What follows belongs to an exercise in optimizing a design on an open flow for small area and few clock cycles; a production flow would make more cautious choices. At most, simulation tests tie the RTL to the original design; equivalence was not proved. For run 5, only the layout was checked, not whether the RTL still works.

File: flow/design.v
module LCD_CTRL(clk, reset, IROM_Q, cmd, cmd_valid, IROM_EN, IROM_A, IRB_RW, IRB_D, IRB_A, busy, done);
input            clk;
input            reset;
input      [7:0] IROM_Q;
input      [3:0] cmd;
input            cmd_valid;
output           IROM_EN;
output     [5:0] IROM_A;
output           IRB_RW;
output     [7:0] IRB_D;
output     [5:0] IRB_A;
output           busy;
output           done;
reg  [2:0] wr;           
reg  [2:0] wc;           
reg  [2:0] r0, r1;       
reg  [2:0] c0, c1;
reg        sact;         
reg  [1:0] sdir;         
reg  [2:0] sk;           
reg        ld_v;         
reg  [5:0] ld_a;
reg        wr_req;       
reg [63:0] dirty;
wire [7:0] pix   [0:63];
wire       rows_e = (r1 < r0);               
wire       av_u   = (r0 != 3'd0);
wire       av_d   = (r1 != 3'd7);
wire       av_l   = (c0 != 3'd0) & ~rows_e;
wire       av_r   = (c1 != 3'd7) & ~rows_e;
wire       full   = ~av_u & ~av_d & ~av_l & ~av_r;
wire [2:0] wr1    = wr + 3'd1;
wire [2:0] wc1    = wc + 3'd1;
wire       in_r   = ~rows_e & (wr >= r0) & (wr1 <= r1);
wire       in_c   = (wc >= c0) & (wc1 <= c1);
reg  [1:0] nd;
always @(*) begin
    if (av_d & ~(wr1 <= r1))      nd = 2'd1;
    else if (av_u & (wr < r0))    nd = 2'd0;
    else if (av_l & (wc < c0))    nd = 2'd2;
    else if (av_r & ~(wc1 <= c1)) nd = 2'd3;
    else if (av_u & (~av_d | (wr - r0) <= (r1 - wr1)) & (~av_l | (wr - r0) <= (wc - c0)) & (~av_r | (wr - r0) <= (c1 - wc1)))
                                  nd = 2'd0;
    else if (av_d & (~av_l | (r1 - wr1) <= (wc - c0)) & (~av_r | (r1 - wr1) <= (c1 - wc1)))
                                  nd = 2'd1;
    else if (av_l & (~av_r | (wc - c0) <= (c1 - wc1)))
                                  nd = 2'd2;
    else                          nd = 2'd3;
end
wire       issue  = sact | ~full;
wire [1:0] d      = sact ? sdir : nd;
wire [2:0] k      = sact ? sk : 3'd0;
wire [2:0] slast  = d[1] ? (r1 - r0) : (c1 - c0);
wire       last   = (k == slast);
reg  [2:0] qr, qc;       
always @(*) begin
    case (d)
        2'd0:    begin qr = r0 - 3'd1; qc = c0 + k;    end
        2'd1:    begin qr = r1 + 3'd1; qc = c0 + k;    end
        2'd2:    begin qr = r0 + k;    qc = c0 - 3'd1; end
        default: begin qr = r0 + k;    qc = c1 + 3'd1; end
    endcase
end
assign IROM_EN = ~issue;
assign IROM_A  = {qr, qc};
always @(posedge clk or posedge reset) begin
    if (reset) begin
        r0   <= 3'd3;
        r1   <= 3'd2;
        c0   <= 3'd3;
        c1   <= 3'd4;
        sact <= 1'b0;
        sdir <= 2'd0;
        sk   <= 3'd0;
        ld_v <= 1'b0;
        ld_a <= 6'd0;
    end else begin
        ld_v <= issue;
        ld_a <= {qr, qc};
        if (issue) begin
            sact <= ~last;
            sdir <= d;
            sk   <= k + 3'd1;
            if (last) begin
                case (d)
                    2'd0:    r0 <= r0 - 3'd1;
                    2'd1:    r1 <= r1 + 3'd1;
                    2'd2:    c0 <= c0 - 3'd1;
                    default: c1 <= c1 + 3'd1;
                endcase
            end
        end
    end
end
wire       ld_in  = ((ld_a[5:3] == wr) | (ld_a[5:3] == wr1)) & ((ld_a[2:0] == wc) | (ld_a[2:0] == wc1));
wire       ready  = in_r & in_c & ~(ld_v & ld_in);
wire       load_end = full & ~sact & ~ld_v;
wire       flushing  = wr_req & load_end;
wire       any_dirty = |dirty;
assign done = flushing & ~any_dirty;
assign busy = ~done & (wr_req | ~ready);
wire take    = cmd_valid & ~busy;
wire is_data = (cmd == 4'd5) | (cmd == 4'd6) | (cmd == 4'd7) |
               (cmd == 4'd9) | (cmd == 4'd10) | (cmd == 4'd11) | (cmd == 4'd12);
wire cmd_we  = take & is_data;
always @(posedge clk or posedge reset) begin
    if (reset) begin
        wr     <= 3'd3;
        wc     <= 3'd3;
        wr_req <= 1'b0;
    end else if (take) begin
        case (cmd)
            4'd0: wr_req <= 1'b1;
            4'd1: if (wr != 3'd0) wr <= wr - 3'd1;
            4'd2: if (wr != 3'd6) wr <= wr + 3'd1;
            4'd3: if (wc != 3'd0) wc <= wc - 3'd1;
            4'd4: if (wc != 3'd6) wc <= wc + 3'd1;
            4'd8: begin wr <= 3'd3; wc <= 3'd3; end
            default: ;
        endcase
    end
end
reg  [5:0] fa;           
integer    n;
always @(*) begin
    fa = 6'd0;
    for (n = 63; n >= 0; n = n - 1)
        if (dirty[n]) fa = n[5:0];
end
wire       flush_we = flushing & any_dirty;
wire [1:0] rh0 = wr[2:1] + {1'b0, wr[0]};
wire [1:0] rh1 = wr[2:1];
wire [1:0] ch0 = wc[2:1] + {1'b0, wc[0]};
wire [1:0] ch1 = wc[2:1];
wire [5:0] wa [0:3];     
assign wa[0] = {rh0, 1'b0, ch0, 1'b0};
assign wa[1] = {rh0, 1'b0, ch1, 1'b1};
assign wa[2] = {rh1, 1'b1, ch0, 1'b0};
assign wa[3] = {rh1, 1'b1, ch1, 1'b1};
wire [5:0] ra [0:3];     
wire [7:0] bv [0:3];     
genvar b;
generate
    for (b = 0; b < 4; b = b + 1) begin : g_rd
        assign ra[b] = flushing ? {fa[5:4], b[1], fa[2:1], b[0]} : wa[b];
        assign bv[b] = pix[ra[b]];
    end
endgenerate
wire [9:0] sum = bv[0] + bv[1] + bv[2] + bv[3];
wire [7:0] avg = sum[9:2];
reg  [7:0] nv [0:3];     
integer    j;
always @(*) begin
    for (j = 0; j < 4; j = j + 1) begin
        case (cmd)
            4'd5:    nv[j] = avg;
            4'd6:    nv[j] = bv[j ^ 2];
            4'd7:    nv[j] = bv[j ^ 1];
            4'd9:    nv[j] = (bv[j][7:6] == 2'b11) ? 8'd255 : {bv[j][7:6] + 2'd1, bv[j][5:0]};
            4'd10:   nv[j] = (bv[j][7:6] == 2'b00) ? 8'd0   : {bv[j][7:6] - 2'd1, bv[j][5:0]};
            4'd11:   nv[j] = (bv[j] > 8'd128) ? 8'd255 : 8'd0;
            default: nv[j] = (bv[j] < 8'd128) ? 8'd255 : 8'd0;
        endcase
    end
end
genvar a;
generate
    for (a = 0; a < 64; a = a + 1) begin : g_pix
        wire [1:0] bk    = {a[3], a[0]};
        wire       c_hit = cmd_we & (wa[bk] == a);
        wire       l_hit = ld_v & (ld_a == a);
        wire       h_hit = ~(c_hit | l_hit);
        reg  [7:0] q;
        always @(posedge clk)
            q <= ({8{c_hit}} & nv[bk]) | ({8{l_hit}} & IROM_Q) | ({8{h_hit}} & q);
        assign pix[a] = q;
        always @(posedge clk)
            dirty[a] <= ~reset & (c_hit | (dirty[a] & ~(flush_we & (fa == a))));
    end
endgenerate
wire [1:0] fb = {fa[3], fa[0]};
assign IRB_RW = ~(ld_v | flush_we);
assign IRB_A  = ld_v ? ld_a : fa;
assign IRB_D  = ld_v ? IROM_Q : bv[fb];
endmodule
File: flow/run.sh
#!/bin/bash
# synth_recipe.tcl (not shown) runs the flow's synth.tcl, then flattens the netlist and writes it again
# the make line also repeats each setting of config.mk as NAME=value (left out here)
make -C /OpenROAD-flow-scripts/flow DESIGN_CONFIG=/design/flow/config.mk WORK_HOME=/design/flow/orfs CLKGATE_MAP_FILE= SYNTH_SCRIPT=/design/flow/synth_recipe.tcl finish
File: flow/config.mk
export PLATFORM = sky130hd
export DESIGN_NAME = LCD_CTRL
export DESIGN_NICKNAME = LCD_CTRL
export VERILOG_FILES = /design/flow/design.v
export SDC_FILE = /design/flow/constraint.sdc
export NUM_CORES = 4
export LEC_CHECK = 0
export CAP_MARGIN = 20
export CORE_MARGIN = 2
export CORE_UTILIZATION = 50
export PLACE_DENSITY = 0.6
export SLEW_MARGIN = 20
File: flow/constraint.sdc
create_clock -name core_clock -period 10.0 [get_ports {clk}]
set_input_delay 2.0000 -clock core_clock [delete_from_list [all_inputs] [get_ports {clk}]]
set_output_delay 2.0000 -clock core_clock [all_outputs]
set_load 0.01 [all_outputs]
==> summary.txt, run 1 <==
STA
- **max-slew violation count** 0
- **setup_tns** 0 ps
- **part of the cycle the worst path needs** 93.4%
- **peak clock frequency supported by timing** 107 MHz
- **final setup vio count** 0
- **minimum clock period after layout** 9340 ps
- **final setup skew** 30.5 ps
- **slew margin rel.** 19.6%
- **transition at the pin with the smallest max-transition slack** 1210 ps
- **setup repair after global routing missed its margin** false
- **worst hold margin** 476 ps
- **number of failing hold endpoints at the final stage** 0

Setup path
- **category of the worst setup path launch point** flip-flop
- **Worst Path Class, Setup** reg -> out
- **critical path cell sequence** ha_1 -> xor2_1 -> buf_4 -> clkinv_1 -> ha_1 -> xor2_1 -> ha_1 -> o21a_1 -> o21ai_0 -> nand2_1 -> a211o_1 -> o221ai_1 -> nand2_1 -> a32o_1 -> a311o_1 -> o21ai_1 -> mux2i_1 -> nor2_1 -> a21oi_1 -> clkdlybuf4s50_1
- **largest fanout on the critical path** 13
- **endpoint kind of the worst setup timing path** output pin
- **Worst path most repeated cell** sky130_fd_sc_hd__ha_1
- **cell with the biggest individual delay on the critical path** sky130_fd_sc_hd__dfstp_2
- **data required time of the worst path** 8000 ps
- **WP data arrival** 7340 ps
- **delay of the slowest critical-path stage** 810 ps

Floorplan
- **starting utilization of the core area** 50.7%
- **Die X** 257 microns
- **number of placed I/O pins** 39
- **core area** 63,200 sq um
- **die height** 257 microns
- **num rows** 92
- **die area** 66,100 sq um

Place
- **number of port buffers** 38
- **DP Area** 33,200 sq um
- **Final HPWL DP** 102,000 microns
- **last weighted congestion value of the routability-driven placer** 1.04

Routing
- **remaining antenna violation count** 0
- **routed vias** 34,256
- **number of iterations in the first detailed-routing pass** 10
- **Remaining DRCs** 0
- **post-detailed-routing wire length** 147,000 microns
- **1st-iter DRT viols** 5,549
- **final routed wire length divided by cell count** 31.4 microns
- **DR vias/cell** 7.29

CTS
- **CTS Hold Bufs** 0
- **Bufs on Longest Clock Path** 3
- **H-Tree Depth** 3
- **clock latency reported for the late side of the worst-skew pair** 630 ps
- **number of sinks handled by clock tree synthesis** 608
- **Root Buffer** sky130_fd_sc_hd__clkbuf_16
- **Post-CTS Setup Inserts** 0
- **Inserted Clock Buffers** 68
- **post-cts resize count** 0
- **post-CTS clock slew at the launch and capture registers of the worst setup and hold paths** 60 ps
- **CTS tree** built

Logic synthesis
- **sequential cell area fraction in the yosys report** 38.6%
- **net count of the mapped netlist** 3,931
- **most used flip-flop cell after synthesis** sky130_fd_sc_hd__dfxtp_1
- **number of enable-type register cells in the synthesized netlist** 0
- **synthesized cell area** 32,000 sq um
- **fraction of post-synthesis cell area in the top cell type by area** 36.0%
- **ranking of synthesized cells by area** sky130_fd_sc_hd__dfxtp_1 (36%), sky130_fd_sc_hd__a22oi_1 (12%), sky130_fd_sc_hd__o21ai_0 (8.5%)
- **Synth Area per Inst** 8.35 sq um
- **proportion of synthesized flip-flops having asynchronous set or reset** 5.26%
- **flip-flop and latch count after synthesis** 608
- **library cell with the largest summed area after synthesis** sky130_fd_sc_hd__dfxtp_1
- **synthesis warning total** 2
- **Post-Syn Instances** 3,834
- **Synth cell types** 104
- **most repeated cell in the gate-level netlist after synthesis** sky130_fd_sc_hd__dfxtp_1
- **commonest cells in the synthesized netlist** sky130_fd_sc_hd__dfxtp_1 (576), sky130_fd_sc_hd__o21ai_0 (541), sky130_fd_sc_hd__a22oi_1 (531)

Global routing
- **global-route wire length before repair** 214,000 microns
- **global routing usage summed across all routing layers** 42.9%
- **via count of the first global-routing pass** 31,953
- **grt total ovfl** 0
- **pin count of the biggest net entering global routing** 66
- **number of antenna violations at the first check in global routing** 2

Cells and area
- **Post-layout nets** 3,901
- **fill cell total of the finished layout** 5,808
- **end-of-flow core utilization** 56.1%
- **Multi-input gate area** 18,400 sq um
- **cell area after layout** 35,400 sq um
- **post-synthesis to final-layout area growth** 10.7%
- **layout cell share with drive strength beyond 1** 8.54%
- **area occupied by registers** 12,300 sq um

Min path
- **Min-Delay Path Class** reg -> reg

Job
- **Max-Cap Viols** 0

Status
- **outcome** finished clean

-- cells by family after synthesis --
kind of cell	share of synthesized area (%)
AND/OR/NAND/NOR	13.8
flip-flops	38.6
XOR/XNOR	1.01
adder cells (fa/ha/maj)	3.77
AO/OA/AOI/OAI	35.0
buffers and inverters	4.44
multiplexers	3.35
-- placed cells by master, fill, tap and decap left out, types with 19 or more instances in the layout --
cell and instances:
sky130_fd_sc_hd__dfxtp_1 576, sky130_fd_sc_hd__o21ai_0 541, sky130_fd_sc_hd__a22oi_1 531, sky130_fd_sc_hd__nand2_1 392
sky130_fd_sc_hd__a21oi_1 236, sky130_fd_sc_hd__nor2_1 200, sky130_fd_sc_hd__nand3_1 143, sky130_fd_sc_hd__buf_4 105
sky130_fd_sc_hd__inv_1 85, sky130_fd_sc_hd__mux2i_1 80, sky130_fd_sc_hd__o21ai_1 78, sky130_fd_sc_hd__clkbuf_16 68
sky130_fd_sc_hd__ha_1 58, sky130_fd_sc_hd__a21o_1 50, sky130_fd_sc_hd__a22o_1 43, sky130_fd_sc_hd__xnor2_1 29
sky130_fd_sc_hd__a211oi_1 29, sky130_fd_sc_hd__clkdlybuf4s50_1 29, sky130_fd_sc_hd__nor3_1 25, sky130_fd_sc_hd__fa_1 24
sky130_fd_sc_hd__a32oi_1 22, sky130_fd_sc_hd__nand4_1 22, sky130_fd_sc_hd__mux2_2 22, sky130_fd_sc_hd__dfrtp_1 22
sky130_fd_sc_hd__nor2b_1 20, sky130_fd_sc_hd__and3_1 20, sky130_fd_sc_hd__nand2b_1 19, sky130_fd_sc_hd__nor4_1 19
-- state kept, by name, indices dropped and copies added, names as in the netlist --
name / flops
wr: 3
ld_v: 1
sdir: 2
c1: 3
sk: 3
wr_req: 1
g_pix.q: 512
c0: 3
wc: 3
ld_a: 6
sact: 1
dirty: 64
r0: 3
r1: 3
-- critical path, delay by kind of cell (launching register included) --
family | cells | cell delay [ps]
adder cells (fa/ha/maj) | 3 | 1220
AND/OR/NAND/NOR | 3 | 240
XOR/XNOR | 2 | 550
buffers and inverters | 3 | 1430
flip-flops | 1 | 810
AO/OA/AOI/OAI | 8 | 2180
multiplexers | 1 | 270
-- layer usage --
| metal | share of wire, % | global-route usage (%) | vias up | routed length (microns) |
|---|---|---|---|---|
| li1 | - | - | 14471 | - |
| met1 | 38 | 56.8 | 16423 | 56400 |
| met2 | 42 | 62.4 | 2720 | 61300 |
| met3 | 13 | 11.2 | 640 | 19100 |
| met4 | 7.2 | 26.3 | 2 | 10600 |
| met5 | 0.0095 | 0 | - | 14 |
-- final cells by class --
cell class / instances / share of cell area (%)
Clock inverter: 19 / 0.643
Sequential cell: 608 / 34.8
Multi-Input combinational cell: 2895 / 51.8
Antenna cell: 2 / 0.0141
Inverter: 86 / 0.911
Timing Repair Buffer: 145 / 3.28
Tap cell: 846 / 2.99
Clock buffer: 99 / 5.53
-- final timing paths --
kind	start	end	slack [ps]	cells after the start
min in group asynchronous	reset	r1[2]$_DFFE_PP0P_	1960	4
worst min register to register	g_pix[54].q[3]$_DFF_P_	g_pix[54].q[3]$_DFF_P_	480	2
worst min-delay path	g_pix[54].q[3]$_DFF_P_	g_pix[54].q[3]$_DFF_P_	480	2
worst max-delay path	wc[1]$_DFFE_PP1P_	IROM_A[4]	660	20
max in group asynchronous	reset	wc[0]$_DFFE_PP1P_	7670	4
worst max register to register	r0[1]$_DFFE_PP1P_	g_pix[46].q[6]$_DFF_P_	830	22
-- through the flow --
step / setup WS, ps / instances
after detailed placement: 1060 / 4580
after floorplan: 3100 / 3834
after CTS: 833 / 4698
after global routing: 478 / 4698
final: 663 / 4700
after global placement: 1010 / 4580
Testbench counts, summed over its fixed seeds: cycles 6,753.
==> inputs of run 2 (changes only) <==
--- a/flow/design.v
+++ b/flow/design.v
@@ -63,4 +63,4 @@
 end
-assign IROM_EN = ~issue;
-assign IROM_A  = {qr, qc};
+assign IROM_EN = ~(issue | reset);
+assign IROM_A  = reset ? 6'd27 : {qr, qc};
 always @(posedge clk or posedge reset) begin
@@ -71,7 +71,7 @@
         c1   <= 3'd4;
-        sact <= 1'b0;
-        sdir <= 2'd0;
-        sk   <= 3'd0;
-        ld_v <= 1'b0;
-        ld_a <= 6'd0;
+        sact <= 1'b1;
+        sdir <= 2'd1;
+        sk   <= 3'd1;
+        ld_v <= 1'b1;
+        ld_a <= 6'd27;
     end else begin
@@ -100,7 +100,21 @@
 assign done = flushing & ~any_dirty;
-assign busy = ~done & (wr_req | ~ready);
-wire take    = cmd_valid & ~busy;
-wire is_data = (cmd == 4'd5) | (cmd == 4'd6) | (cmd == 4'd7) |
-               (cmd == 4'd9) | (cmd == 4'd10) | (cmd == 4'd11) | (cmd == 4'd12);
-wire cmd_we  = take & is_data;
+reg        pv;           
+reg  [3:0] pc;
+assign busy = ~done & (wr_req | pv);
+wire       take    = cmd_valid & ~busy;
+wire [3:0] ec      = pv ? pc : cmd;      
+wire       is_data = (ec == 4'd5) | (ec == 4'd6) | (ec == 4'd7) |
+                     (ec == 4'd9) | (ec == 4'd10) | (ec == 4'd11) | (ec == 4'd12);
+wire       exec    = (pv | take) & (~is_data | ready);
+wire       cmd_we  = exec & is_data;
+always @(posedge clk or posedge reset) begin
+    if (reset) begin
+        pv <= 1'b0;
+        pc <= 4'd0;
+    end else begin
+        pv <= (pv | take) & ~exec;
+        if (take)
+            pc <= cmd;
+    end
+end
 always @(posedge clk or posedge reset) begin
@@ -110,4 +124,4 @@
         wr_req <= 1'b0;
-    end else if (take) begin
-        case (cmd)
+    end else if (exec) begin
+        case (ec)
             4'd0: wr_req <= 1'b1;
@@ -154,3 +168,3 @@
     for (j = 0; j < 4; j = j + 1) begin
-        case (cmd)
+        case (ec)
             4'd5:    nv[j] = avg;
@@ -165,2 +179,3 @@
 end
+wire [1:0] fb = {fa[3], fa[0]};
 genvar a;
@@ -169,3 +184,4 @@
         wire [1:0] bk    = {a[3], a[0]};
-        wire       c_hit = cmd_we & (wa[bk] == a);
+        wire       sel   = (ra[bk] == a);
+        wire       c_hit = cmd_we & sel;
         wire       l_hit = ld_v & (ld_a == a);
@@ -177,7 +193,6 @@
         always @(posedge clk)
-            dirty[a] <= ~reset & (c_hit | (dirty[a] & ~(flush_we & (fa == a))));
+            dirty[a] <= ~reset & (c_hit | (dirty[a] & ~(flush_we & sel & (fb == bk))));
     end
 endgenerate
-wire [1:0] fb = {fa[3], fa[0]};
-assign IRB_RW = ~(ld_v | flush_we);
+assign IRB_RW = ~((ld_v & ~reset) | flush_we);
 assign IRB_A  = ld_v ? ld_a : fa;
--- a/flow/config.mk
+++ b/flow/config.mk
@@ -9,4 +9,6 @@
 export CORE_MARGIN = 2
-export CORE_UTILIZATION = 50
-export PLACE_DENSITY = 0.6
+export CORE_UTILIZATION = 45
+export CTS_CLUSTER_DIAMETER = 80
+export CTS_CLUSTER_SIZE = 15
+export PLACE_DENSITY = 0.55
 export SLEW_MARGIN = 20
==> summary.txt, run 2 <==
Cells and area
- **post-synthesis to final-layout area growth** 9.20%
- **Post-layout nets** 3,757, -3.7%
- **leading cell type in the layout, fill and taps excluded** sky130_fd_sc_hd__dfxtp_1
- **end-of-flow core utilization** 49.8%, -6.2 points
- **cell area after layout** 35,000 sq um, -1.2%
- **largest registers ranked by flip-flop count** g_pix.q: 512 flops, dirty: 64 flops, ld_a: 6 flops
- **fill cell total of the finished layout** 6,756, +16%
- **register ranked first by flip-flop count** g_pix.q
- **number of flip-flops under the largest register name** 512, unchanged
- **layout cell share with drive strength beyond 1** 10.3%, +1.7 points
- **highest-count cells in the layout ignoring fill and taps** sky130_fd_sc_hd__dfxtp_1 (576), sky130_fd_sc_hd__o21ai_0 (539), sky130_fd_sc_hd__a22oi_1 (521)

Floorplan
- **num rows** 97, +5.4%
- **number of placed I/O pins** 39, unchanged
- **starting utilization of the core area** 45.6%, -5.0 points
- **Die X** 271 microns, +5.4%
- **die area** 73,400 sq um, +11%
- **die height** 271 microns, +5.4%
- **core area** 70,300 sq um, +11%

CTS
- **CTS Hold Bufs** 0, unchanged
- **post-cts resize count** 0, unchanged
- **post-CTS clock slew at the launch and capture registers of the worst setup and hold paths** 80 ps, +20 ps
- **number of sinks handled by clock tree synthesis** 613, +0.82%
- **H-Tree Depth** 2, -1
- **Bufs on Longest Clock Path** 3, unchanged
- **Root Buffer** sky130_fd_sc_hd__clkbuf_16
- **CTS tree** built
- **Inserted Clock Buffers** 48, -29%
- **Post-CTS Setup Inserts** 0, unchanged
- **clock latency reported for the late side of the worst-skew pair** 670 ps, +40 ps

Logic synthesis
- **Post-Syn Instances** 3,684, -3.9%
- **ranking of synthesized cells by area** sky130_fd_sc_hd__dfxtp_1 (36%), sky130_fd_sc_hd__a22oi_1 (12%), sky130_fd_sc_hd__o21ai_0 (8.4%)
- **sequential cell area fraction in the yosys report** 38.9%, +0.36 points
- **flip-flop and latch count after synthesis** 613, +0.82%
- **commonest cells in the synthesized netlist** sky130_fd_sc_hd__dfxtp_1 (576), sky130_fd_sc_hd__o21ai_0 (541), sky130_fd_sc_hd__a22oi_1 (521)
- **synthesized cell area** 32,100 sq um, +0.16%
- **Synth cell types** 104, unchanged
- **most used flip-flop cell after synthesis** sky130_fd_sc_hd__dfxtp_1
- **most repeated cell in the gate-level netlist after synthesis** sky130_fd_sc_hd__dfxtp_1
- **synthesis warning total** 2, unchanged
- **Synth Area per Inst** 8.70 sq um, +4.2%
- **net count of the mapped netlist** 3,782, -3.8%
- **fraction of post-synthesis cell area in the top cell type by area** 36.0%, -0.056 points
- **number of enable-type register cells in the synthesized netlist** 0, unchanged
- **library cell with the largest summed area after synthesis** sky130_fd_sc_hd__dfxtp_1
- **proportion of synthesized flip-flops having asynchronous set or reset** 6.04%, +0.77 points

STA
- **number of failing hold endpoints at the final stage** 0, unchanged
- **part of the cycle the worst path needs** 93.4%, about the same
- **transition at the pin with the smallest max-transition slack** 1250 ps, +40.6 ps
- **max-slew violation count** 0, unchanged
- **peak clock frequency supported by timing** 107 MHz, about the same
- **setup_tns** 0 ps, unchanged
- **slew margin rel.** 16.6%, -3.0 points
- **setup repair after global routing missed its margin** false
- **final setup skew** 69.9 ps, +39.4 ps
- **minimum clock period after layout** 9340 ps, +1.74 ps
- **final setup vio count** 0, unchanged

Setup path
- **delay of the slowest critical-path stage** 820 ps, about the same
- **endpoint kind of the worst setup timing path** flip-flop
- **worst flop-to-flop path startpoint** r1[1]$_DFFE_PP1P_
- **WP data arrival** 9840 ps, +2500 ps
- **Worst Path Class, Setup** reg -> reg
- **cell with the biggest individual delay on the critical path** sky130_fd_sc_hd__a21boi_4
- **category of the worst setup path launch point** flip-flop
- **launch point of the critical path** r1[1]$_DFFE_PP1P_
- **data required time of the worst path** 10,510 ps, +2510 ps
- **largest fanout on the critical path** 16, +3

Status
- **outcome** finished clean

Place
- **DP Area** 33,700 sq um, +1.4%
- **number of port buffers** 38, unchanged
- **Final HPWL DP** 109,000 microns, +6.8%
- **last weighted congestion value of the routability-driven placer** 1.02, -1.8%

Global routing
- **pin count of the biggest net entering global routing** 69, +4.5%
- **grt total ovfl** 0, unchanged
- **global routing usage summed across all routing layers** 41.5%, -1.4 points
- **number of antenna violations at the first check in global routing** 5, +3
- **via count of the first global-routing pass** 32,036, +0.26%
- **global-route wire length before repair** 227,000 microns, +6.4%

Routing
- **Remaining DRCs** 0, unchanged
- **1st-iter DRT viols** 5,585, +0.65%
- **final routed wire length divided by cell count** 34.2 microns, +9.2%
- **post-detailed-routing wire length** 158,000 microns, +7.1%
- **DR vias/cell** 7.35, +0.88%
- **routed vias** 33,896, -1.1%
- **remaining antenna violation count** 0, unchanged
- **number of iterations in the first detailed-routing pass** 7, -3

Job
- **Max-Cap Viols** 0, unchanged

Min path
- **critical hold path startpoint** g_pix[26].q[3]$_DFF_P_
- **Min-Delay Path Class** reg -> reg

-- run 2: routing by layer --
layer | GRT usage [%] | share of wire [%] | vias to the layer above | wire length, microns
li1 | - | - | 14206 | -
met1 | 55.0 | 39 | 16670 | 61400
met2 | 62.3 | 43 | 2440 | 67500
met3 | 9.44 | 12 | 576 | 18900
met4 | 22.8 | 6.3 | 4 | 10000
met5 | 0 | 0.012 | - | 19
-- run 2: cell families after synthesis --
| kind of cell | synth area share [%] |
|---|---|
| multiplexers | 3.61 |
| buffers and inverters | 4.32 |
| flip-flops | 38.9 |
| adder cells (fa/ha/maj) | 3.80 |
| AO/OA/AOI/OAI | 37.2 |
| XOR/XNOR | 1.04 |
| AND/OR/NAND/NOR | 11.1 |
-- run 2: worst paths after layout --
path	cells after the start	slack (ps)	end
setup / recovery	29	660	g_pix[11].q[7]$_DFF_P_
hold / removal	2	480	g_pix[26].q[3]$_DFF_P_
setup reg to reg	29	660	g_pix[11].q[7]$_DFF_P_
hold reg to reg	2	480	g_pix[26].q[3]$_DFF_P_
max in group asynchronous	3	7920	wr[1]$_DFFE_PP1P_
min in group asynchronous	3	1650	ld_a[5]$_DFF_PP0_
-- run 2: layout make-up --
type                            instances  area (sq um)  share of cell area, %
Inverter                               80           300                  0.858
Clock buffer                           51          1210                   3.46
Multi-Input combinational cell       2742         18400                   52.4
Sequential cell                       613         12500                   35.6
Tap cell                              940          1180                   3.36
Clock inverter                          9           100                  0.286
Timing Repair Buffer                  174          1380                   3.94
Antenna cell                            1          2.50                0.00715
-- run 2: worst max-delay path, delay by kind of cell, from the launching register on --
| family | cells | cell delay [ps] |
|---|---|---|
| buffers and inverters | 3 | 600 |
| AO/OA/AOI/OAI | 15 | 4830 |
| adder cells (fa/ha/maj) | 5 | 1980 |
| AND/OR/NAND/NOR | 6 | 1180 |
| flip-flops | 1 | 590 |
-- run 2: stage by stage --
stage	hold slack, ps	setup WS (ps)	instances
5_1_grt	497	423	4609
3_3_place_gp	454	969	4549
3_5_place_dp	455	894	4549
4_1_cts	476	903	4609
2_1_floorplan	440	2200	3684
6_report	481	662	4610
Testbench counts of run 2, summed over its fixed seeds: cycles 6,545.
==> inputs of run 3 (changes only) <==
--- a/flow/config.mk
+++ b/flow/config.mk
@@ -10,4 +10,4 @@
 export CORE_UTILIZATION = 45
-export CTS_CLUSTER_DIAMETER = 80
-export CTS_CLUSTER_SIZE = 15
+export CTS_CLUSTER_DIAMETER = 100
+export CTS_CLUSTER_SIZE = 20
 export PLACE_DENSITY = 0.55
==> summary.txt, run 3 <==
Status
- **outcome** finished clean

Logic synthesis
- **number of enable-type register cells in the synthesized netlist** 0, unchanged
- **Synth Area per Inst** 8.70 sq um, unchanged
- **commonest cells in the synthesized netlist** sky130_fd_sc_hd__dfxtp_1 (576), sky130_fd_sc_hd__o21ai_0 (541), sky130_fd_sc_hd__a22oi_1 (521)
- **synthesized cell area** 32,100 sq um, unchanged
- **most repeated cell in the gate-level netlist after synthesis** sky130_fd_sc_hd__dfxtp_1
- **Post-Syn Instances** 3,684, unchanged
- **sequential cell area fraction in the yosys report** 38.9%, unchanged
- **proportion of synthesized flip-flops having asynchronous set or reset** 6.04%, unchanged
- **net count of the mapped netlist** 3,782, unchanged
- **fraction of post-synthesis cell area in the top cell type by area** 36.0%, unchanged
- **Synth cell types** 104, unchanged
- **ranking of synthesized cells by area** sky130_fd_sc_hd__dfxtp_1 (36%), sky130_fd_sc_hd__a22oi_1 (12%), sky130_fd_sc_hd__o21ai_0 (8.4%)
- **most used flip-flop cell after synthesis** sky130_fd_sc_hd__dfxtp_1
- **synthesis warning total** 2, unchanged
- **flip-flop and latch count after synthesis** 613, unchanged
- **library cell with the largest summed area after synthesis** sky130_fd_sc_hd__dfxtp_1

CTS
- **post-CTS clock slew at the launch and capture registers of the worst setup and hold paths** 90 ps, about the same
- **Root Buffer** sky130_fd_sc_hd__clkbuf_16
- **number of sinks handled by clock tree synthesis** 613, unchanged
- **Post-CTS Setup Inserts** 0, unchanged
- **post-cts resize count** 0, unchanged
- **H-Tree Depth** 2, unchanged
- **CTS tree** built
- **Bufs on Longest Clock Path** 3, unchanged
- **CTS Hold Bufs** 0, unchanged
- **clock latency reported for the late side of the worst-skew pair** 630 ps, -40 ps
- **Inserted Clock Buffers** 38, -21%

Floorplan
- **die area** 73,400 sq um, unchanged
- **num rows** 97, unchanged
- **core area** 70,300 sq um, unchanged
- **number of placed I/O pins** 39, unchanged
- **die height** 271 microns, unchanged
- **starting utilization of the core area** 45.6%, unchanged
- **Die X** 271 microns, unchanged

Routing
- **post-detailed-routing wire length** 157,000 microns, -0.25%
- **remaining antenna violation count** 0, unchanged
- **DR vias/cell** 7.40, +0.61%
- **Remaining DRCs** 0, unchanged
- **final routed wire length divided by cell count** 34.2 microns, about the same
- **1st-iter DRT viols** 5,355, -4.1%
- **number of iterations in the first detailed-routing pass** 9, +2
- **routed vias** 34,029, +0.39%

Setup path
- **Worst Path Class, Setup** reg -> reg
- **worst flop-to-flop path startpoint** r1[1]$_DFFE_PP1P_
- **number of cells on the worst reg-to-reg path** 29, unchanged
- **end of the worst register-to-register path** g_pix[11].q[7]$_DFF_P_
- **category of the worst setup path launch point** flip-flop
- **setup slack on the worst flop-to-flop path** 610 ps, -50 ps
- **data required time of the worst path** 10,480 ps, -30 ps
- **largest fanout on the critical path** 16, unchanged
- **WP data arrival** 9870 ps, +30 ps
- **endpoint kind of the worst setup timing path** flip-flop
- **delay of the slowest critical-path stage** 860 ps, +40 ps
- **cell with the biggest individual delay on the critical path** sky130_fd_sc_hd__a21boi_4

Cells and area
- **end-of-flow core utilization** 49.5%, -0.30 points
- **leading cell type in the layout, fill and taps excluded** sky130_fd_sc_hd__dfxtp_1
- **cell area after layout** 34,800 sq um, -0.60%
- **Post-layout nets** 3,747, -0.27%
- **post-synthesis to final-layout area growth** 8.54%
- **Final Non-Filler Cells** 4,600, -0.22%
- **highest-count cells in the layout ignoring fill and taps** sky130_fd_sc_hd__dfxtp_1 (576), sky130_fd_sc_hd__o21ai_0 (539), sky130_fd_sc_hd__a22oi_1 (521)
- **register ranked first by flip-flop count** g_pix.q
- **layout cell share with drive strength beyond 1** 10.0%, -0.24 points
- **number of flip-flops under the largest register name** 512, unchanged
- **largest registers ranked by flip-flop count** g_pix.q: 512 flops, dirty: 64 flops, ld_a: 6 flops

STA
- **final setup vio count** 0, unchanged
- **number of failing hold endpoints at the final stage** 0, unchanged
- **final setup skew** 56.2 ps, -13.7 ps
- **setup_tns** 0 ps, unchanged
- **setup repair after global routing missed its margin** false
- **max-slew violation count** 0, unchanged
- **part of the cycle the worst path needs** 93.9%, +0.51 points
- **slew margin rel.** 20.7%, +4.1 points
- **worst hold margin** 480 ps, -1.08 ps
- **minimum clock period after layout** 9390 ps, +51.0 ps
- **final worst setup slack** 611 ps, -51.0 ps
- **peak clock frequency supported by timing** 107 MHz, -0.54%
- **transition at the pin with the smallest max-transition slack** 1190 ps, -60.4 ps

Place
- **instance count after placement with tap cells included** 4,549, unchanged
- **number of port buffers** 38, unchanged
- **Worst Setup Slack post-DPL** 894 ps, unchanged
- **Final HPWL DP** 109,000 microns, unchanged
- **DP Area** 33,700 sq um, unchanged
- **last weighted congestion value of the routability-driven placer** 1.02, unchanged

Global routing
- **number of antenna violations at the first check in global routing** 6, +1
- **grt total ovfl** 0, unchanged
- **global-route wire length before repair** 226,000 microns, -0.45%
- **pin count of the biggest net entering global routing** 69, unchanged
- **via count of the first global-routing pass** 31,978, -0.18%
- **global routing usage summed across all routing layers** 41.3%, -0.15 points

Min path
- **critical hold path startpoint** g_pix[48].q[1]$_DFF_P_
- **Min-Delay Path Class** reg -> reg
- **worst hold path endpoint** g_pix[48].q[1]$_DFF_P_
- **worst hold path depth** 2, unchanged

Job
- **Max-Cap Viols** 0, unchanged

## run 3: how the worst max path moves through the flow
stage	slack, ps	to	from	cells past startpoint
6_report	610	g_pix[11].q[7]$_DFF_P_	r1[1]$_DFFE_PP1P_	29
3_3_place_gp	970	g_pix[45].q[7]$_DFF_P_	r0[1]$_DFFE_PP1P_	30
5_1_grt	420	g_pix[57].q[7]$_DFF_P_	r0[1]$_DFFE_PP1P_	30
3_5_place_dp	890	g_pix[47].q[7]$_DFF_P_	r1[1]$_DFFE_PP1P_	29
2_1_floorplan	2200	g_pix[11].q[7]$_DFF_P_	r0[1]$_DFFE_PP1P_	33
4_1_cts	890	g_pix[11].q[7]$_DFF_P_	r1[1]$_DFFE_PP1P_	29
## run 3: per-layer routing
layer | GRT usage, % | part of all wire, % | vias to the layer above | wire length (microns)
met2 | 62.7 | 43 | 2546 | 68100
met3 | 8.72 | 12 | 536 | 18300
li1 | - | - | 14195 | -
met1 | 55.1 | 39 | 16742 | 61500
met4 | 21.8 | 6.1 | 10 | 9550
met5 | 0 | 0.043 | - | 67
## run 3: layout make-up
| type | count | area [sq um] |
|---|---|---|
| sequential | 613 | 12500 |
| multi-input combinational | 2742 | 18400 |
| clock inverter | 6 | 86.3 |
| inverter | 80 | 300 |
| antenna | 4 | 10.0 |
| clock buffer | 41 | 1000 |
| timing repair buffer | 174 | 1380 |
| tap | 940 | 1180 |
| fill | 6748 | 35500 |
## run 3: kinds of logic after synthesis
logic type               synth area share, %
flip-flops                              38.9
adder cells (fa/ha/maj)                 3.80
buffers and inverters                   4.32
AND/OR/NAND/NOR                         11.1
multiplexers                            3.61
XOR/XNOR                                1.04
AO/OA/AOI/OAI                           37.2
## run 3: critical path, delay by kind of cell, from the launching register on
family / cells / cell delay [ps]
buffers and inverters: 3 / 590
flip-flops: 1 / 590
AO/OA/AOI/OAI: 15 / 4850
adder cells (fa/ha/maj): 5 / 1970
AND/OR/NAND/NOR: 6 / 1220
==> inputs of run 4 (changes only) <==
--- a/flow/design.v
+++ b/flow/design.v
@@ -65,3 +65,3 @@
 assign IROM_A  = reset ? 6'd27 : {qr, qc};
-always @(posedge clk or posedge reset) begin
+always @(posedge clk) begin
     if (reset) begin
@@ -109,3 +109,3 @@
 wire       cmd_we  = exec & is_data;
-always @(posedge clk or posedge reset) begin
+always @(posedge clk) begin
     if (reset) begin
@@ -119,3 +119,3 @@
 end
-always @(posedge clk or posedge reset) begin
+always @(posedge clk) begin
     if (reset) begin
==> summary.txt, run 4 <==
Setup path
- **Critical path buffers and inverters** 6, +3
- **delay of the slowest critical-path stage** 810 ps, -50 ps
- **category of the worst setup path launch point** flip-flop
- **WP data arrival** 9590 ps, -280 ps
- **data required time of the worst path** 10,460 ps, -20 ps
- **largest fanout on the critical path** 16, unchanged
- **cell with the biggest individual delay on the critical path** sky130_fd_sc_hd__o2111a_1
- **Worst Path Class, Setup** reg -> reg
- **endpoint kind of the worst setup timing path** flip-flop
- **family of cells with the greatest summed delay on the critical path** compound AO/OA/AOI/OAI gates

Cells and area
- **Inserted Diodes** 0, -4
- **cell area after layout** 34,100 sq um, -1.9%
- **number of flip-flops under the largest register name** 512, unchanged
- **highest-count cells in the layout ignoring fill and taps** sky130_fd_sc_hd__dfxtp_1 (613), sky130_fd_sc_hd__a22oi_1 (534), sky130_fd_sc_hd__o21ai_0 (477)
- **largest registers ranked by flip-flop count** g_pix.q: 512 flops, dirty: 64 flops, ld_a: 6 flops
- **post-synthesis to final-layout area growth** 7.75%
- **leading cell type in the layout, fill and taps excluded** sky130_fd_sc_hd__dfxtp_1
- **register ranked first by flip-flop count** g_pix.q
- **end-of-flow core utilization** 48.8%, -0.69 points
- **layout cell share with drive strength beyond 1** 7.88%, -2.2 points
- **Post-layout nets** 3,732, -0.40%

Routing
- **final routed wire length divided by cell count** 31.7 microns, -7.3%
- **remaining antenna violation count** 0, unchanged
- **routed vias** 32,625, -4.1%
- **Remaining DRCs** 0, unchanged
- **1st-iter DRT viols** 5,113, -4.5%
- **post-detailed-routing wire length** 145,000 microns, -7.6%
- **DR vias/cell** 7.12, -3.8%
- **number of iterations in the first detailed-routing pass** 7, -2

Logic synthesis
- **fraction of post-synthesis cell area in the top cell type by area** 38.7%, +2.8 points
- **number of enable-type register cells in the synthesized netlist** 0, unchanged
- **library cell with the largest summed area after synthesis** sky130_fd_sc_hd__dfxtp_1
- **Post-Syn Instances** 3,700, +0.43%
- **proportion of synthesized flip-flops having asynchronous set or reset** 0%, -6.0 points
- **sequential cell area fraction in the yosys report** 38.7%, -0.19 points
- **most used flip-flop cell after synthesis** sky130_fd_sc_hd__dfxtp_1
- **ranking of synthesized cells by area** sky130_fd_sc_hd__dfxtp_1 (39%), sky130_fd_sc_hd__a22oi_1 (13%), sky130_fd_sc_hd__o21ai_0 (7.6%)
- **Synth Area per Inst** 8.56 sq um, -1.6%
- **synthesis warning total** 2, unchanged
- **Synth cell types** 105, +0.96%
- **most repeated cell in the gate-level netlist after synthesis** sky130_fd_sc_hd__dfxtp_1
- **flip-flop and latch count after synthesis** 613, unchanged
- **commonest cells in the synthesized netlist** sky130_fd_sc_hd__dfxtp_1 (613), sky130_fd_sc_hd__a22oi_1 (534), sky130_fd_sc_hd__o21ai_0 (479)
- **synthesized cell area** 31,700 sq um, -1.2%
- **net count of the mapped netlist** 3,798, +0.42%

STA
- **final setup vio count** 0, unchanged
- **number of failing hold endpoints at the final stage** 0, unchanged
- **minimum clock period after layout** 9130 ps, -255 ps
- **setup repair after global routing missed its margin** false
- **setup_tns** 0 ps, unchanged
- **part of the cycle the worst path needs** 91.3%, -2.5 points
- **final setup skew** 24.7 ps, -31.4 ps
- **transition at the pin with the smallest max-transition slack** 1220 ps, +35.3 ps
- **max-slew violation count** 0, unchanged
- **peak clock frequency supported by timing** 109 MHz, +2.8%
- **slew margin rel.** 18.2%, -2.5 points

CTS
- **CTS Hold Bufs** 0, unchanged
- **Root Buffer** sky130_fd_sc_hd__clkbuf_16
- **post-cts resize count** 0, unchanged
- **Post-CTS Setup Inserts** 0, unchanged
- **number of sinks handled by clock tree synthesis** 613, unchanged
- **post-CTS clock slew at the launch and capture registers of the worst setup and hold paths** 90 ps, about the same
- **Inserted Clock Buffers** 39, +2.6%
- **H-Tree Depth** 2, unchanged
- **CTS tree** built
- **clock latency reported for the late side of the worst-skew pair** 610 ps, -20 ps
- **Bufs on Longest Clock Path** 3, unchanged

Place
- **number of port buffers** 38, unchanged
- **last weighted congestion value of the routability-driven placer** 1.03, +0.64%
- **Final HPWL DP** 100,000 microns, -8.0%
- **DP Area** 33,000 sq um, -2.1%

Global routing
- **global-route wire length before repair** 212,000 microns, -6.5%
- **via count of the first global-routing pass** 30,759, -3.8%
- **number of antenna violations at the first check in global routing** 2, -4
- **global routing usage summed across all routing layers** 38.4%, -2.9 points
- **pin count of the biggest net entering global routing** 65, -5.8%
- **grt total ovfl** 0, unchanged

Status
- **outcome** finished clean

Floorplan
- **die area** 72,600 sq um, -1.2%
- **starting utilization of the core area** 45.3%, -0.30 points
- **core area** 69,900 sq um, -0.52%
- **Die X** 269 microns, -0.58%
- **number of placed I/O pins** 39, unchanged
- **num rows** 97, unchanged
- **die height** 269 microns, -0.58%

Min path
- **Min-Delay Path Class** reg -> reg

Job
- **Max-Cap Viols** 0, unchanged

## run 4: area by class of cell
| cell class | instances | area, sq um |
|---|---|---|
| well taps | 940 | 1180 |
| repair buffers | 146 | 1160 |
| flip-flops and latches | 613 | 12300 |
| clock buffers | 41 | 1030 |
| inverters | 85 | 319 |
| fillers | 6870 | 35800 |
| clock inverters | 9 | 116 |
| multi-input cells | 2749 | 18100 |
## run 4: routing by layer
layer	vias to the layer above	routed length (microns)	global-route usage, %	part of all wire, %
met5	-	13	0	0.0089
met4	2	8070	19.5	5.5
met3	442	15200	7.45	10
met2	2138	62900	58.4	43
met1	15990	59300	52.0	41
li1	14053	-	-	-
## run 4: cells by family after synthesis
| group | Yosys count | share of synthesized area [%] |
|---|---|---|
| DFF | 613 | 38.7 |
| muxes | 110 | 3.68 |
| xor gates and xnor gates | 39 | 1.08 |
| and+or+nand+nor | 724 | 11.1 |
| AOI/OAI and AO/OA | 1793 | 37.0 |
| adders and majority gates | 83 | 3.85 |
| buffers and inverters | 338 | 4.62 |
## run 4: metrics by stage
step	hold slack (ps)	cells	setup WS (ps)
floorplan	432	3700	3090
global placement	449	4532	1390
detailed placement	455	4532	1300
CTS	470	4582	1250
global route	504	4583	597
finish	473	4583	866
## run 4: worst paths after layout
| check | startpoint | to | slack (ps) | depth (start not counted) |
|---|---|---|---|---|
| max reg2reg | r0[2]$_SDFFE_PP0P_ | g_pix[46].q[7]$_DFF_P_ | 870 | 29 |
| min | sk[1]$_SDFFE_PP0P_ | sk[1]$_SDFFE_PP0P_ | 470 | 2 |
| max | r0[2]$_SDFFE_PP0P_ | g_pix[46].q[7]$_DFF_P_ | 870 | 29 |
| min reg2reg | sk[1]$_SDFFE_PP0P_ | sk[1]$_SDFFE_PP0P_ | 470 | 2 |
## run 4: worst register-to-register path: cells and delay by family, from the launching register on
family / cells / cell delay [ps]
fa+ha+maj: 4 / 1450
compound gates: 13 / 4530
buf+inv: 6 / 1090
simple gates: 6 / 1480
flops: 1 / 440
Testbench counts of run 4, summed over its fixed seeds: cycles 6,545.
==> inputs of run 5 (changes only) <==
--- a/flow/design.v
+++ b/flow/design.v
@@ -96,4 +96,3 @@
 wire       ready  = in_r & in_c & ~(ld_v & ld_in);
-wire       load_end = full & ~sact & ~ld_v;
-wire       flushing  = wr_req & load_end;
+reg        flushing;
 wire       any_dirty = |dirty;
@@ -124,4 +123,6 @@
         wr_req <= 1'b0;
-    end else if (exec) begin
-        case (ec)
+        flushing <= 1'b0;
+    end else begin
+        flushing <= (wr_req | (exec & (ec == 4'd0))) & ~issue;
+        if (exec) case (ec)
             4'd0: wr_req <= 1'b1;
--- a/flow/config.mk
+++ b/flow/config.mk
@@ -10,4 +10,4 @@
 export CORE_UTILIZATION = 45
-export CTS_CLUSTER_DIAMETER = 100
-export CTS_CLUSTER_SIZE = 20
+export CTS_CLUSTER_DIAMETER = 110
+export CTS_CLUSTER_SIZE = 24
 export PLACE_DENSITY = 0.55
==> summary.txt, run 5 <==
Logic synthesis
- **Post-Syn Instances** 3,973, +7.4%
- **Synth cell types** 113, +7.6%
- **synthesized cell area** 33,200 sq um, +4.8%
- **proportion of synthesized flip-flops having asynchronous set or reset** 0%, unchanged
- **commonest cells in the synthesized netlist** sky130_fd_sc_hd__dfxtp_1 (614), sky130_fd_sc_hd__a22oi_1 (475), sky130_fd_sc_hd__nand2_1 (463)
- **fraction of post-synthesis cell area in the top cell type by area** 37.0%, -1.7 points
- **net count of the mapped netlist** 4,071, +7.2%
- **most used flip-flop cell after synthesis** sky130_fd_sc_hd__dfxtp_1
- **most repeated cell in the gate-level netlist after synthesis** sky130_fd_sc_hd__dfxtp_1
- **number of enable-type register cells in the synthesized netlist** 0, unchanged
- **synthesis warning total** 2, unchanged
- **Synth Area per Inst** 8.36 sq um, -2.4%
- **flip-flop and latch count after synthesis** 614, +0.16%
- **library cell with the largest summed area after synthesis** sky130_fd_sc_hd__dfxtp_1
- **sequential cell area fraction in the yosys report** 37.0%, -1.7 points
- **ranking of synthesized cells by area** sky130_fd_sc_hd__dfxtp_1 (37%), sky130_fd_sc_hd__a22oi_1 (11%), sky130_fd_sc_hd__o21ai_0 (6.9%)

Routing
- **number of iterations in the first detailed-routing pass** 7, unchanged
- **final routed wire length divided by cell count** 32.5 microns, +2.5%
- **Remaining DRCs** 0, unchanged
- **1st-iter DRT viols** 5,133, +0.39%
- **routed vias** 34,535, +5.9%
- **post-detailed-routing wire length** 159,000 microns, +9.0%
- **amount of wire on met2 after detailed routing** 66,200 microns, +5.1%
- **met3 routed WL** 19,600 microns, +29%
- **DR vias/cell** 7.09, -0.42%
- **remaining antenna violation count** 0, unchanged
- **Metal-1 WL** 64,900 microns, +9.5%
- **highest routed metal layer** met5

Cells and area
- **largest registers ranked by flip-flop count** g_pix.q: 512 flops, dirty: 64 flops, ld_a: 6 flops
- **highest-count cells in the layout ignoring fill and taps** sky130_fd_sc_hd__dfxtp_1 (614), sky130_fd_sc_hd__a22oi_1 (475), sky130_fd_sc_hd__nand2_1 (462)
- **post-synthesis to final-layout area growth** 6.87%
- **Post-layout nets** 4,003, +7.3%
- **number of flip-flops under the largest register name** 512, unchanged
- **cell area after layout** 35,500 sq um, +3.9%
- **register ranked first by flip-flop count** g_pix.q
- **leading cell type in the layout, fill and taps excluded** sky130_fd_sc_hd__dfxtp_1
- **Inserted Diodes** 0, unchanged
- **layout cell share with drive strength beyond 1** 8.43%, +0.56 points

STA
- **slew margin rel.** 18.5%, +0.30 points
- **max-slew violation count** 0, unchanged
- **minimum clock period after layout** 8940 ps, -191 ps
- **setup repair after global routing missed its margin** false
- **transition at the pin with the smallest max-transition slack** 1220 ps, +0.0176 ps
- **peak clock frequency supported by timing** 112 MHz, +2.1%
- **final setup vio count** 0, unchanged
- **setup_tns** 0 ps, unchanged
- **part of the cycle the worst path needs** 89.4%, -1.9 points
- **final setup skew** 27.6 ps, +2.83 ps
- **number of failing hold endpoints at the final stage** 0, unchanged

Global routing
- **global-route wire length before repair** 229,000 microns, +8.3%
- **pin count of the biggest net entering global routing** 73, +12%
- **grt total ovfl** 0, unchanged
- **number of antenna violations at the first check in global routing** 5, +3
- **global routing usage summed across all routing layers** 40.7%, +2.2 points
- **via count of the first global-routing pass** 32,562, +5.9%

Place
- **last weighted congestion value of the routability-driven placer** 1.06, +3.3%
- **DP Area** 34,600 sq um, +4.8%
- **number of port buffers** 38, unchanged
- **Final HPWL DP** 112,000 microns, +12%

CTS
- **Inserted Clock Buffers** 31, -21%
- **clock latency reported for the late side of the worst-skew pair** 670 ps, +60 ps
- **Root Buffer** sky130_fd_sc_hd__clkbuf_16
- **Bufs on Longest Clock Path** 3, unchanged
- **CTS tree** built
- **Post-CTS Setup Inserts** 0, unchanged
- **number of sinks handled by clock tree synthesis** 614, +0.16%
- **CTS Hold Bufs** 0, unchanged
- **H-Tree Depth** 1, -1
- **post-cts resize count** 0, unchanged
- **post-CTS clock slew at the launch and capture registers of the worst setup and hold paths** 110 ps, +20 ps

Setup path
- **worst flop-to-flop path startpoint** dirty[40]$_DFF_P_
- **endpoint kind of the worst setup timing path** output pin
- **data required time of the worst path** 8000 ps, -2460 ps
- **largest fanout on the critical path** 43, +27
- **Worst Path Class, Setup** reg -> out
- **end of the worst register-to-register path** g_pix[63].q[5]$_DFF_P_
- **WP data arrival** 6940 ps, -2650 ps
- **setup slack on the worst flop-to-flop path** 1240 ps, +370 ps
- **category of the worst setup path launch point** flip-flop
- **number of cells on the worst reg-to-reg path** 25, -14%

Status
- **outcome** finished clean

Floorplan
- **die height** 276 microns, +2.3%
- **starting utilization of the core area** 45.5%, +0.18 points
- **Die X** 276 microns, +2.3%
- **die area** 76,000 sq um, +4.7%
- **num rows** 99, +2.1%
- **number of placed I/O pins** 39, unchanged
- **core area** 73,000 sq um, +4.4%

Job
- **Max-Cap Viols** 0, unchanged

Min path
- **worst hold path depth** 2, unchanged
- **critical hold path startpoint** sk[1]$_SDFFE_PP0N_
- **Min-Delay Path Class** reg -> reg
- **worst hold path endpoint** sk[1]$_SDFFE_PP0N_

-- run 5: cell types whose count changed in the layout (fill, tap and decap cells not counted), sizes merged, moves of 59 or more --
cell	previous run	this run
a22oi	534	475
nor2	196	273
o21ai	654	565
a21o	24	86
a21oi	240	166
nand2	286	471
nand3	39	118
-- run 5: cell families after synthesis --
family	Yosys count	share of synthesized area, %
AOI/OAI and AO/OA	1712	35.6
xor gates and xnor gates	37	0.976
adders and majority gates	83	3.67
buffers and inverters	345	4.59
DFF	614	37.0
muxes	76	2.46
and+or+nand+nor	1106	15.7
-- run 5: stage by stage --
step           cells  setup slack, ps  utilization, %  hold WS (ps)
2_1_floorplan   3973             3290               -           432
3_3_place_gp    4827             1580            47.4           443
3_5_place_dp    4828             1560            47.4           447
4_1_cts         4869             1380            48.6           461
5_1_grt         4872              977            48.6           490
6_report        4872             1060            48.6           460
-- run 5: critical path, stage by stage, from the launching register on --
cell                              delay (ps)
sky130_fd_sc_hd__dfxtp_1                 410
sky130_fd_sc_hd__nor4_4                  480
sky130_fd_sc_hd__and4_1                  400
sky130_fd_sc_hd__o2111ai_4               280
sky130_fd_sc_hd__nand2_4                 410
sky130_fd_sc_hd__buf_4                   550
sky130_fd_sc_hd__nor2_1                  220
sky130_fd_sc_hd__buf_4                   250
sky130_fd_sc_hd__a221oi_1                420
sky130_fd_sc_hd__o21ai_0                 190
sky130_fd_sc_hd__a211oi_2                930
sky130_fd_sc_hd__inv_1                   390
sky130_fd_sc_hd__o22ai_1                 280
sky130_fd_sc_hd__a222oi_1                150
sky130_fd_sc_hd__mux2_2                  330
sky130_fd_sc_hd__clkdlybuf4s50_1         480
-- run 5: how the worst max path moves through the flow --
stage,slack [ps],end,depth (start not counted),from
floorplan,3290,g_pix[0].q[7]$_DFF_P_,27,dirty[28]$_DFF_P_
global placement,1580,g_pix[63].q[5]$_DFF_P_,25,dirty[40]$_DFF_P_
detailed placement,1560,g_pix[63].q[5]$_DFF_P_,25,dirty[40]$_DFF_P_
CTS,1380,IRB_D[7],15,dirty[0]$_DFF_P_
global route,980,g_pix[47].q[5]$_DFF_P_,25,dirty[41]$_DFF_P_
finish,1060,IRB_D[7],15,dirty[0]$_DFF_P_
-- run 5: area by class of cell --
cell class | count | area (sq um)
clock inverter | 8 | 81.3
inverter | 88 | 330
clock buffer | 33 | 783
sequential | 614 | 12300
multi-input combinational | 3014 | 19500
tap | 959 | 1200
timing repair buffer | 156 | 1250
fill | 7202 | 37500
-- run 5: layer usage --
metal	up-vias	track usage (%)
li1	14820	-
met1	16975	55.6
met5	-	0
met4	2	17.6
met2	2290	60.3
met3	448	10.7
==> inputs of run 6 (changes only) <==
--- a/flow/design.v
+++ b/flow/design.v
@@ -65,3 +65,3 @@
 assign IROM_A  = reset ? 6'd27 : {qr, qc};
-always @(posedge clk) begin
+always @(posedge clk or posedge reset) begin
     if (reset) begin
@@ -96,3 +96,4 @@
 wire       ready  = in_r & in_c & ~(ld_v & ld_in);
-reg        flushing;
+wire       load_end = full & ~sact & ~ld_v;
+wire       flushing  = wr_req & load_end;
 wire       any_dirty = |dirty;
@@ -108,3 +109,3 @@
 wire       cmd_we  = exec & is_data;
-always @(posedge clk) begin
+always @(posedge clk or posedge reset) begin
     if (reset) begin
@@ -118,3 +119,3 @@
 end
-always @(posedge clk) begin
+always @(posedge clk or posedge reset) begin
     if (reset) begin
@@ -123,6 +124,4 @@
         wr_req <= 1'b0;
-        flushing <= 1'b0;
-    end else begin
-        flushing <= (wr_req | (exec & (ec == 4'd0))) & ~issue;
-        if (exec) case (ec)
+    end else if (exec) begin
+        case (ec)
             4'd0: wr_req <= 1'b1;
--- a/flow/config.mk
+++ b/flow/config.mk
@@ -7,8 +7,8 @@
 export LEC_CHECK = 0
-export CAP_MARGIN = 20
+export CAP_MARGIN = 10
 export CORE_MARGIN = 2
-export CORE_UTILIZATION = 45
+export CORE_UTILIZATION = 50
 export CTS_CLUSTER_DIAMETER = 110
 export CTS_CLUSTER_SIZE = 24
-export PLACE_DENSITY = 0.55
-export SLEW_MARGIN = 20
+export PLACE_DENSITY = 0.6
+export SLEW_MARGIN = 10
==> summary.txt, run 6 <==
Cells and area
- **Multi-input gate area** 18,400 sq um, -6.0%
- **post-synthesis to final-layout area growth** 6.86%, about the same
- **highest-count cells in the layout ignoring fill and taps** sky130_fd_sc_hd__dfxtp_1 (576), sky130_fd_sc_hd__o21ai_0 (539), sky130_fd_sc_hd__a22oi_1 (521)
- **Post-layout nets** 3,716, -7.2%
- **Inserted Diodes** 0, unchanged
- **layout cell share with drive strength beyond 1** 9.24%, +0.81 points
- **fill cell total of the finished layout** 5,796, -20%
- **area occupied by registers** 12,500 sq um, +1.5%
- **number of flip-flops under the largest register name** 512, unchanged
- **leading cell type in the layout, fill and taps excluded** sky130_fd_sc_hd__dfxtp_1
- **largest registers ranked by flip-flop count** g_pix.q: 512 flops, dirty: 64 flops, ld_a: 6 flops
- **register ranked first by flip-flop count** g_pix.q

STA
- **final setup skew** 38.8 ps, +11.2 ps
- **setup repair after global routing missed its margin** false
- **part of the cycle the worst path needs** 89.1%, -0.37 points
- **number of failing hold endpoints at the final stage** 0, unchanged
- **peak clock frequency supported by timing** 112 MHz, +0.41%
- **minimum clock period after layout** 8910 ps, -37.0 ps
- **worst hold margin** 485 ps, +24.6 ps
- **max-slew violation count** 0, unchanged
- **final setup vio count** 0, unchanged
- **setup_tns** 0 ps, unchanged
- **transition at the pin with the smallest max-transition slack** 1210 ps, -16.1 ps
- **slew margin rel.** 19.3%, +0.78 points

Setup path
- **data required time of the worst path** 8000 ps, about the same
- **family of cells with the greatest summed delay on the critical path** compound AO/OA/AOI/OAI gates
- **largest fanout on the critical path** 25, -42%
- **endpoint kind of the worst setup timing path** output pin
- **Critical path buffers and inverters** 4, unchanged
- **cell with the biggest individual delay on the critical path** sky130_fd_sc_hd__nor2_2
- **Worst Path Class, Setup** reg -> out
- **Worst path most repeated cell** sky130_fd_sc_hd__buf_4
- **WP data arrival** 6910 ps, -30 ps
- **critical path cell sequence** nor4_1 -> nand4_1 -> a211oi_2 -> a21boi_4 -> nor2_2 -> buf_4 -> a22oi_1 -> and3_1 -> o311ai_2 -> buf_4 -> o21a_1 -> inv_1 -> a221oi_1 -> a221o_1 -> clkdlybuf4s50_1
- **category of the worst setup path launch point** flip-flop
- **delay of the slowest critical-path stage** 740 ps, -190 ps

Logic synthesis
- **fraction of post-synthesis cell area in the top cell type by area** 36.0%, -1.1 points
- **net count of the mapped netlist** 3,782, -7.1%
- **sequential cell area fraction in the yosys report** 38.9%, +1.9 points
- **proportion of synthesized flip-flops having asynchronous set or reset** 6.04%, +6.0 points
- **most used flip-flop cell after synthesis** sky130_fd_sc_hd__dfxtp_1
- **library cell with the largest summed area after synthesis** sky130_fd_sc_hd__dfxtp_1
- **synthesis warning total** 2, unchanged
- **most repeated cell in the gate-level netlist after synthesis** sky130_fd_sc_hd__dfxtp_1
- **synthesized cell area** 32,100 sq um, -3.4%
- **flip-flop and latch count after synthesis** 613, -0.16%
- **ranking of synthesized cells by area** sky130_fd_sc_hd__dfxtp_1 (36%), sky130_fd_sc_hd__a22oi_1 (12%), sky130_fd_sc_hd__o21ai_0 (8.4%)
- **commonest cells in the synthesized netlist** sky130_fd_sc_hd__dfxtp_1 (576), sky130_fd_sc_hd__o21ai_0 (541), sky130_fd_sc_hd__a22oi_1 (521)
- **Post-Syn Instances** 3,684, -7.3%
- **number of enable-type register cells in the synthesized netlist** 0, unchanged
- **Synth cell types** 104, -8.0%
- **Synth Area per Inst** 8.70 sq um, +4.2%

CTS
- **clock latency reported for the late side of the worst-skew pair** 680 ps, about the same
- **Post-CTS Setup Inserts** 0, unchanged
- **Inserted Clock Buffers** 30, -3.2%
- **CTS tree** built
- **post-cts resize count** 0, unchanged
- **post-CTS clock slew at the launch and capture registers of the worst setup and hold paths** 110 ps, about the same
- **H-Tree Depth** 1, unchanged
- **number of sinks handled by clock tree synthesis** 613, -0.16%
- **Bufs on Longest Clock Path** 3, unchanged
- **Root Buffer** sky130_fd_sc_hd__clkbuf_16
- **CTS Hold Bufs** 0, unchanged

Floorplan
- **num rows** 92, -7.1%
- **starting utilization of the core area** 50.7%, +5.2 points
- **die height** 257 microns, -6.7%
- **number of placed I/O pins** 39, unchanged
- **core area** 63,200 sq um, -13%
- **die area** 66,200 sq um, -13%
- **Die X** 257 microns, -6.7%

Status
- **outcome** finished clean

Routing
- **remaining antenna violation count** 0, unchanged
- **1st-iter DRT viols** 5,894, +15%
- **number of iterations in the first detailed-routing pass** 7, unchanged
- **post-detailed-routing wire length** 149,000 microns, -6.3%
- **DR vias/cell** 7.50, +5.8%
- **final routed wire length divided by cell count** 33.2 microns, +2.1%
- **routed vias** 33,532, -2.9%
- **Remaining DRCs** 0, unchanged

Global routing
- **Global Route met1 Usage** 59.1%, +3.5 points
- **global routing usage summed across all routing layers** 43.2%, +2.5 points
- **grt total ovfl** 0, unchanged
- **global-route wire length before repair** 216,000 microns, -5.9%
- **global-route met3 utilization** 10.9%, +0.14 points
- **busiest layer in global routing** met2
- **met2 layer usage reported by global route** 62.7%, +2.3 points
- **via count of the first global-routing pass** 31,596, -3.0%
- **pin count of the biggest net entering global routing** 69, -5.5%
- **number of antenna violations at the first check in global routing** 1, -4

Job
- **Max-Cap Viols** 0, unchanged

Place
- **number of port buffers** 38, unchanged
- **Final HPWL DP** 102,000 microns, -8.5%
- **last weighted congestion value of the routability-driven placer** 0.997, -6.0%

Min path
- **Min-Delay Path Class** reg -> reg

run 6: through the flow:
| step | setup slack, ps | instance area (sq um) | std cells | utilization [%] |
|---|---|---|---|---|
| 2_1_floorplan | 2200 | 32100 | 3684 | - |
| 3_3_place_gp | 1540 | 33400 | 4432 | 52.9 |
| 6_report | 1090 | 34300 | 4470 | 54.2 |
| 4_1_cts | 1350 | 34300 | 4470 | 54.2 |
| 3_5_place_dp | 1440 | 33400 | 4432 | 52.9 |
| 5_1_grt | 819 | 34300 | 4470 | 54.2 |
run 6: kinds of logic (layout without fill, tap and decap cells):
group | after synthesis | count (layout) | share of synthesized area [%]
xor gates and xnor gates | 38 | 38 | 1.04
muxes | 107 | 107 | 3.61
and+or+nand+nor | 742 | 742 | 11.1
buffers and inverters | 329 | 269 | 4.32
DFF | 613 | 613 | 38.9
adders and majority gates | 83 | 83 | 3.80
AOI/OAI and AO/OA | 1772 | 1772 | 37.2
run 6: final timing paths:
check | startpoint | to | slack (ps) | cells past startpoint
setup / recovery | dirty[17]$_DFF_P_ | IRB_D[7] | 1090 | 15
hold / removal | g_pix[28].q[6]$_DFF_P_ | g_pix[28].q[6]$_DFF_P_ | 480 | 2
setup reg to reg | r1[1]$_DFFE_PP1P_ | g_pix[43].q[7]$_DFF_P_ | 1150 | 31
hold reg to reg | g_pix[28].q[6]$_DFF_P_ | g_pix[28].q[6]$_DFF_P_ | 480 | 2
max in group asynchronous | reset | pc[3]$_DFFE_PP0P_ | 8000 | 3
min in group asynchronous | reset | c1[1]$_DFFE_PP0P_ | 1580 | 3
run 6: cell type report:
cell class              instances  area share, %
clock buffers                  32           2.24
clock inverters                 6          0.212
well taps                     846           3.09
flip-flops and latches        613           36.4
multi-input cells            2742           53.6
repair buffers                151           3.56
inverters                      80          0.876
run 6: metal layers:
metal | share of wire (%) | up-vias
met5 | 0 | -
met4 | 6.3 | 0
met3 | 13 | 559
met1 | 39 | 16266
met2 | 41 | 2591
li1 | - | 14116
run 6: worst register-to-register path, delay by kind of cell (launching register included):
| kind | cells | cell delay, ps |
|---|---|---|
| mux | 1 | 400 |
| fa+ha+maj | 5 | 1990 |
| simple gates | 5 | 850 |
| buf+inv | 5 | 1160 |
| compound gates | 15 | 3710 |
| flops | 1 | 600 |
Testbench counts of run 6, summed over its fixed seeds: cycles 6,545.

-- static timing again, ports no longer ideal --
In the flow no input, the clock included, has a driving cell. The finished layouts below were timed again as built, in two steps.
Step 1: set_driving_cell puts a clkbuf_16 on clk and a buf_2 on each other input, an assumption about the parent block.
Step 2 also shifts input and output timing later by t, the mid clock arrival at the registers, as if the neighbouring blocks saw the same clock.
Slacks: ideal / step 1 / step 2; pairs: ideal / step 1.
run	t (ns)	setup WS [ns]	worst data-port slew with drivers (ns)
run 1	0.688	0.663 / 0.591 / 0.834	0.05
run 2	0.707	0.662 / 0.662 / 0.662	0.06
run 3	0.669	0.611 / 0.611 / 0.611	0.06
run 4	0.664	0.866 / 0.866 / 0.866	0.04
run 5	0.732	1.057 / 0.985 / 1.241	0.03
run 6	0.729	1.094 / 1.026 / 1.146	0.07
After both steps setup and hold are still met in every run listed.
